This is an optimization exercise on Yosys and OpenROAD, whose aim is small area, a short achievable clock period and few clock cycles per item, not a production implementation.

==> inputs of run a <==
==> flow/design.v (excerpt) <==
module MCycle
#(
    parameter WIDTH = 32
)
(
    input CLK,
    input RESET,
    input Start,
    input [1:0] MCycleOp,
    input [WIDTH-1:0] Operand1,
    input [WIDTH-1:0] Operand2,
    output [WIDTH-1:0] Result,
    output Busy
);
clock: 6.5 ns
lec_check: 0
abc_area: 1
cap_margin: 20
core_margin: 2
core_utilization: 40
setup_slack_margin: 3.0
slew_margin: 20
synth_hierarchical: 1
run.sh (not shown) runs the stock make flow with config.mk's settings and CLKGATE_MAP_FILE= SYNTH_SCRIPT=/design/flow/synth_recipe.tcl, a recipe that flattens the netlist after the stock synthesis.
==> inputs of run b, as changes to run a <==
--- a/flow/design.v
+++ b/flow/design.v
@@ -127,14 +127,15 @@
     wire [31:0] shout = shin << shamt;
     wire [5:0]  lz_in = lzc32(shin);
     wire [5:0]  lz_x  = lzc32(X);
     wire [32:0] i0_s  = padd({26'd0, F[0], cnt}, ~{26'd0, E[5:0]}, 1'b1);
     wire [5:0]  i0    = i0_s[5:0];           
     wire        div_b0 = F[0];               
-    wire [32:0] S;
-    mc_adder u_add (.a(R), .x(X), .one(one_q), .two(two_q), .neg(neg_q), .cin(cin_q), .s(S));
+    wire [31:0] bmag = ({32{one_q}} & X) | ({32{two_q}} & {X[30:0], 1'b0});
+    wire [31:0] badd = bmag ^ {32{neg_q}};
+    wire [32:0] S = padd(R, badd, cin_q);
     wire        cout = S[32];
     wire        nb2 = Y[3], nb1 = Y[2], nb0 = Y[1];
     wire [32:0] fexp_s = padd({23'd0, E}, ~{27'd0, cnt}, 1'b1);
     wire [8:0]  em1 = E - 9'd1;
     wire [8:0]  fexp = op[0] ? (R[24] ? E : em1) : fexp_s[8:0];
     wire        finf = F[1] | (op[0] & fexp[8]);
@@ -155,157 +156,113 @@
             busy <= 1'b0;
         else if (!busy)
             busy <= Start;
         else if (done)
             busy <= 1'b0;
     end
-    wire div_step = busy && (op == 2'd1) && (stg == 2'd3);
-    wire r_add   = busy && ((op == 2'd0) || (div_step && cnt != 5'd0) ||
-                            (op == 2'd2 && stg == 2'd2 && !st4) || (op == 2'd3 && stg == 2'd0 && cnt == 5'd0));
+    wire r_add   = busy && ((op == 2'd0) || (op == 2'd1 && stg == 2'd3 && cnt != 5'd0) ||
+                            (op == 2'd2 && stg == 2'd2) || (op == 2'd3 && stg == 2'd0 && cnt == 5'd0));
     wire r_addsh = busy && (op == 2'd3) && (stg == 2'd0) && (cnt != 5'd0);
-    wire r_quot  = div_step && (cnt == 5'd0);
-    wire r_oth   = ~(r_add | r_addsh | r_quot);
     reg [31:0] r_other;
     always @(*) begin
         r_other = fres;
         if (!busy)
             r_other = 32'd0;
         else if (op == 2'd1)
-            r_other = (stg == 2'd1) ? {32{div_b0}} : (stg == 2'd2) ? X : 32'd0;
+            r_other = (stg == 2'd0) ? R : (stg == 2'd1) ? {32{div_b0}} : (stg == 2'd2) ? X : {Y[30:0], cout};
         else if (fa_align)
             r_other = {6'd0, quirk, 1'b0, rev24(shout[23:0])};
         else if (op == 2'd2 && !st4)
             r_other = R;
     end
     always @(posedge CLK)
-        R <= ({32{r_add}} & S[31:0]) | ({32{r_addsh}} & {{2{S[31]}}, S[31:2]}) |
-             ({32{r_quot}} & {Y[30:0], cout}) | ({32{r_oth}} & r_other);
-    reg [31:0] y_other;
-    reg        neg_other, cin_other;
-    always @(*) begin
-        y_other = Y;
-        neg_other = nb2;
-        cin_other = nb2;
-        if (!busy) begin
-            y_other = (MCycleOp == 2'd3) ? (iz2 ? 32'd0 : {8'd0, 1'b1, Operand2[22:0]}) : Operand2;
-            neg_other = im[1];
-            cin_other = im[1];
-        end else if (op == 2'd0 || (op == 2'd3 && stg == 2'd0)) begin
-            y_other = {2'b0, Y[31:2]};
-            neg_other = nb2;
-            cin_other = nb2;
-        end else if (op == 2'd1 && stg == 2'd2) begin
-            y_other = 32'd0;
-            neg_other = 1'b1;
-            cin_other = 1'b1;
-        end else if (fa_align) begin
-            neg_other = fa_sub | quirk;
-            cin_other = quirk;
-        end
-    end
-    always @(posedge CLK) begin
-        if (!busy) begin
-            one_q <= im[0];
-            two_q <= im[1] & ~im[0];
-        end else if ((op == 2'd1) || fa_align) begin
-            one_q <= 1'b1;
-            two_q <= 1'b0;
-        end else begin
-            one_q <= nb1 ^ nb0;
-            two_q <= (nb2 & ~nb1 & ~nb0) | (~nb2 & nb1 & nb0);
-        end
-    end
-    always @(posedge CLK) begin
-        Y     <= div_step ? {Y[30:0], cout} : y_other;
-        neg_q <= div_step ? cout : neg_other;
-        cin_q <= div_step ? cout : cin_other;
-    end
+        R <= r_add ? S[31:0] : r_addsh ? {{2{S[31]}}, S[31:2]} : r_other;
     always @(posedge CLK) begin
         if (!busy) begin
             op   <= MCycleOp;
             stg  <= 2'd0;
             st4  <= 1'b0;
             cnt  <= 5'd12;
+            one_q <= im[0];
+            two_q <= im[1] & ~im[0];
+            neg_q <= im[1];
+            cin_q <= im[1];
             if (MCycleOp == 2'd3) begin
                 X <= iz1 ? 32'd0 : {7'd0, 1'b1, Operand1[22:0], 1'b0};
+                Y <= iz2 ? 32'd0 : {8'd0, 1'b1, Operand2[22:0]};
                 E <= {1'b0, ie1};                  
             end else begin
                 X <= Operand1;
+                Y <= Operand2;
             end
             E2 <= ie2;
             F <= {1'b0, 1'b0, inan1 | inan2, iinf1 | iinf2, Operand1[31] ^ Operand2[31]};
         end else begin
             case (op)
                 2'd0: begin
                     X     <= {X[29:0], 2'b0};
+                    Y     <= {2'b0, Y[31:2]};
+                    one_q <= nb1 ^ nb0;
+                    two_q <= (nb2 & ~nb1 & ~nb0) | (~nb2 & nb1 & nb0);
+                    neg_q <= nb2;
+                    cin_q <= nb2;
                 end
                 2'd1: begin
                     if (stg == 2'd0) begin
                         E[5:0] <= lz_x;
                         cnt    <= lz_in[4:0];
                         F[0]   <= lz_in[5];
                         stg    <= 2'd1;
                     end else if (stg == 2'd1) begin
                         cnt <= i0[4:0];
                         stg <= 2'd2;
                     end else if (stg == 2'd2) begin
                         X     <= shout;
+                        Y     <= 32'd0;
+                        one_q <= 1'b1;
+                        two_q <= 1'b0;
+                        neg_q <= 1'b1;
+                        cin_q <= 1'b1;
                         stg   <= 2'd3;
                     end else begin
                         X     <= {1'b0, X[31:1]};
+                        Y     <= {Y[30:0], cout};
+                        neg_q <= cout;
+                        cin_q <= cout;
                         cnt   <= cnt - 5'd1;
                     end
                 end
                 2'd2: begin
                     stg <= stg + 2'd1;
                     if (stg == 2'd3) st4 <= 1'b1;
                     if (stg == 2'd0) begin
                         E    <= {1'b0, dexp};
                         F    <= {agb0, kill0, quirk0, 2'b00};
                     end else if (stg == 2'd1) begin
                         X     <= {8'd0, zb ? 24'd0 : mb};
+                        one_q <= 1'b1;
+                        two_q <= 1'b0;
+                        neg_q <= fa_sub | quirk;
+                        cin_q <= quirk;
                         E     <= ebp1[8:0];
                         F     <= {1'b0, fa_sub & ~quirk, fa_nan, fa_pinf | fa_ninf, fa_sgn};
                     end else if (stg == 2'd3) begin
                         cnt  <= lz_in[4:0];
                         F[4] <= lz_in[5];
                     end
                 end
                 default: begin
                     if (stg == 2'd0) begin
+                        Y     <= {2'b0, Y[31:2]};
+                        one_q <= nb1 ^ nb0;
+                        two_q <= (nb2 & ~nb1 & ~nb0) | (~nb2 & nb1 & nb0);
+                        neg_q <= nb2;
+                        cin_q <= nb2;
                         cnt   <= cnt - 5'd1;
                         if (cnt == 5'd12) E <= esum2_s[8:0];
                         if (cnt == 5'd0) stg <= 2'd1;
                     end
                 end
             endcase
         end
     end
 endmodule
-module mc_adder (
-    input  [31:0] a,
-    input  [31:0] x,
-    input         one, two, neg, cin,
-    output [32:0] s
-);
-    function [32:0] padd;
-        input [31:0] a, b;
-        input cin;
-        reg [32:0] g, p, G, P;
-        integer l, i, j;
-        begin
-            g = {a & b, cin};
-            p = {a ^ b, 1'b0};
-            G = g; P = p;
-            for (l = 0; l < 6; l = l + 1)
-                for (i = 0; i < 33; i = i + 1)
-                    if ((i >> l) & 1) begin
-                        j = ((i >> l) << l) - 1;
-                        G[i] = G[i] | (P[i] & G[j]);
-                        P[i] = P[i] & P[j];
-                    end
-            padd = {G[32], p[32:1] ^ G[31:0]};
-        end
-    endfunction
-    wire [31:0] bmag = ({32{one}} & x) | ({32{two}} & {x[30:0], 1'b0});
-    assign s = padd(a, bmag ^ {32{neg}}, cin);
-endmodule
CORE_UTILIZATION = 50   (was 40)
SETUP_SLACK_MARGIN = 3.8   (was 3.0)
SYNTH_HIERARCHICAL = unset   (was 1)
==> reports/qor.txt <==
Outcome = aborted with a tool error
Failed at = global routing
Log Error = [ERROR GRT-0232] Routing congestion too high. Check the congestion heatmap in the GUI.
Die Wd = 192 um
Compound-Gate Fraction of Synth Area = 19.4%
Yosys cell types = 61
Mapped Nets = 3005
Largest net degree at the start of global routing = 66
Post-Synth Adder-Cell Area = 9.52%
Tot GR Track Use = 78.1%
Area after DPL = 19100 um^2
Post-CTS Resized = 868
Area share of the largest cell type after synthesis = 20.7%
Top cells by area, synth = edfxtp_1 (21%), nand2_1 (17%), nand3_1 (12%)
Leading area contributor after synthesis = edfxtp_1
Post-synthesis cell area = 17700 um^2
Total grt overflow = 171
Top cells by count, synth = nand2_1 (787), nand3_1 (425), inv_1 (271), a21oi_1 (194), o21ai_0 (181)
Pre-CTS WS = 1.67 ns
That was run b.
==> reports/qor.txt <==
Area share of the largest cell type after synthesis = 17.8%
Outcome = no timing/DRC/antenna violations
Top cells by count, synth = nand2_1 (838), nand3_1 (337), inv_1 (328), a21oi_1 (174), o21ai_0 (174)
Mapped Nets = 3069
Post-CTS Resized = 36
Leading area contributor after synthesis = nand2_1
Post-synthesis cell area = 17600 um^2
Top cells by area, synth = nand2_1 (18%), edfxtp_1 (15%), nand3_1 (9.6%)
Die Wd = 214 um
Yosys cell types = 65
Largest net degree at the start of global routing = 63
Compound-Gate Fraction of Synth Area = 19.2%
Seq/total area = 17.2%
Area after DPL = 19100 um^2
CP Capture Point = X[9]
Pre-CTS WS = 1.90 ns
Total grt overflow = 0
Multi-input combinational area share = 60.4%
Post-Synth Adder-Cell Area = 9.57%
That was run a.
No run of this note included a check of the RTL's function; only the layout flow was run.

## static timing again, ports no longer ideal
Ports are ideal in the flow. The routed layout listed here was re-timed in OpenROAD. Step 1 (the two cells are an assumption about what drives the block):
set clk [get_ports {CLK}]
set_driving_cell -lib_cell sky130_fd_sc_hd__clkbuf_16 $clk
set_driving_cell -lib_cell sky130_fd_sc_hd__buf_2 [delete_from_list [all_inputs] $clk]
Step 2 times the ports against the registers' clock, not the clock port: input delays grow and output delays shrink by t, the midpoint of the rising clock arrivals with the driver on. a / b / c = ideal / step 1 / step 2; a / b = the first two.
run: run a
t (ns): 0.530
slack for setup (ns): 3.057 / 3.057 / 2.568
hold slack, ns: 0.539 / 0.539 / 0.539
After both steps setup and hold are still met in run a. The setup slack of run a moves by 0.000 ns with the drivers and by -0.489 ns with both steps.
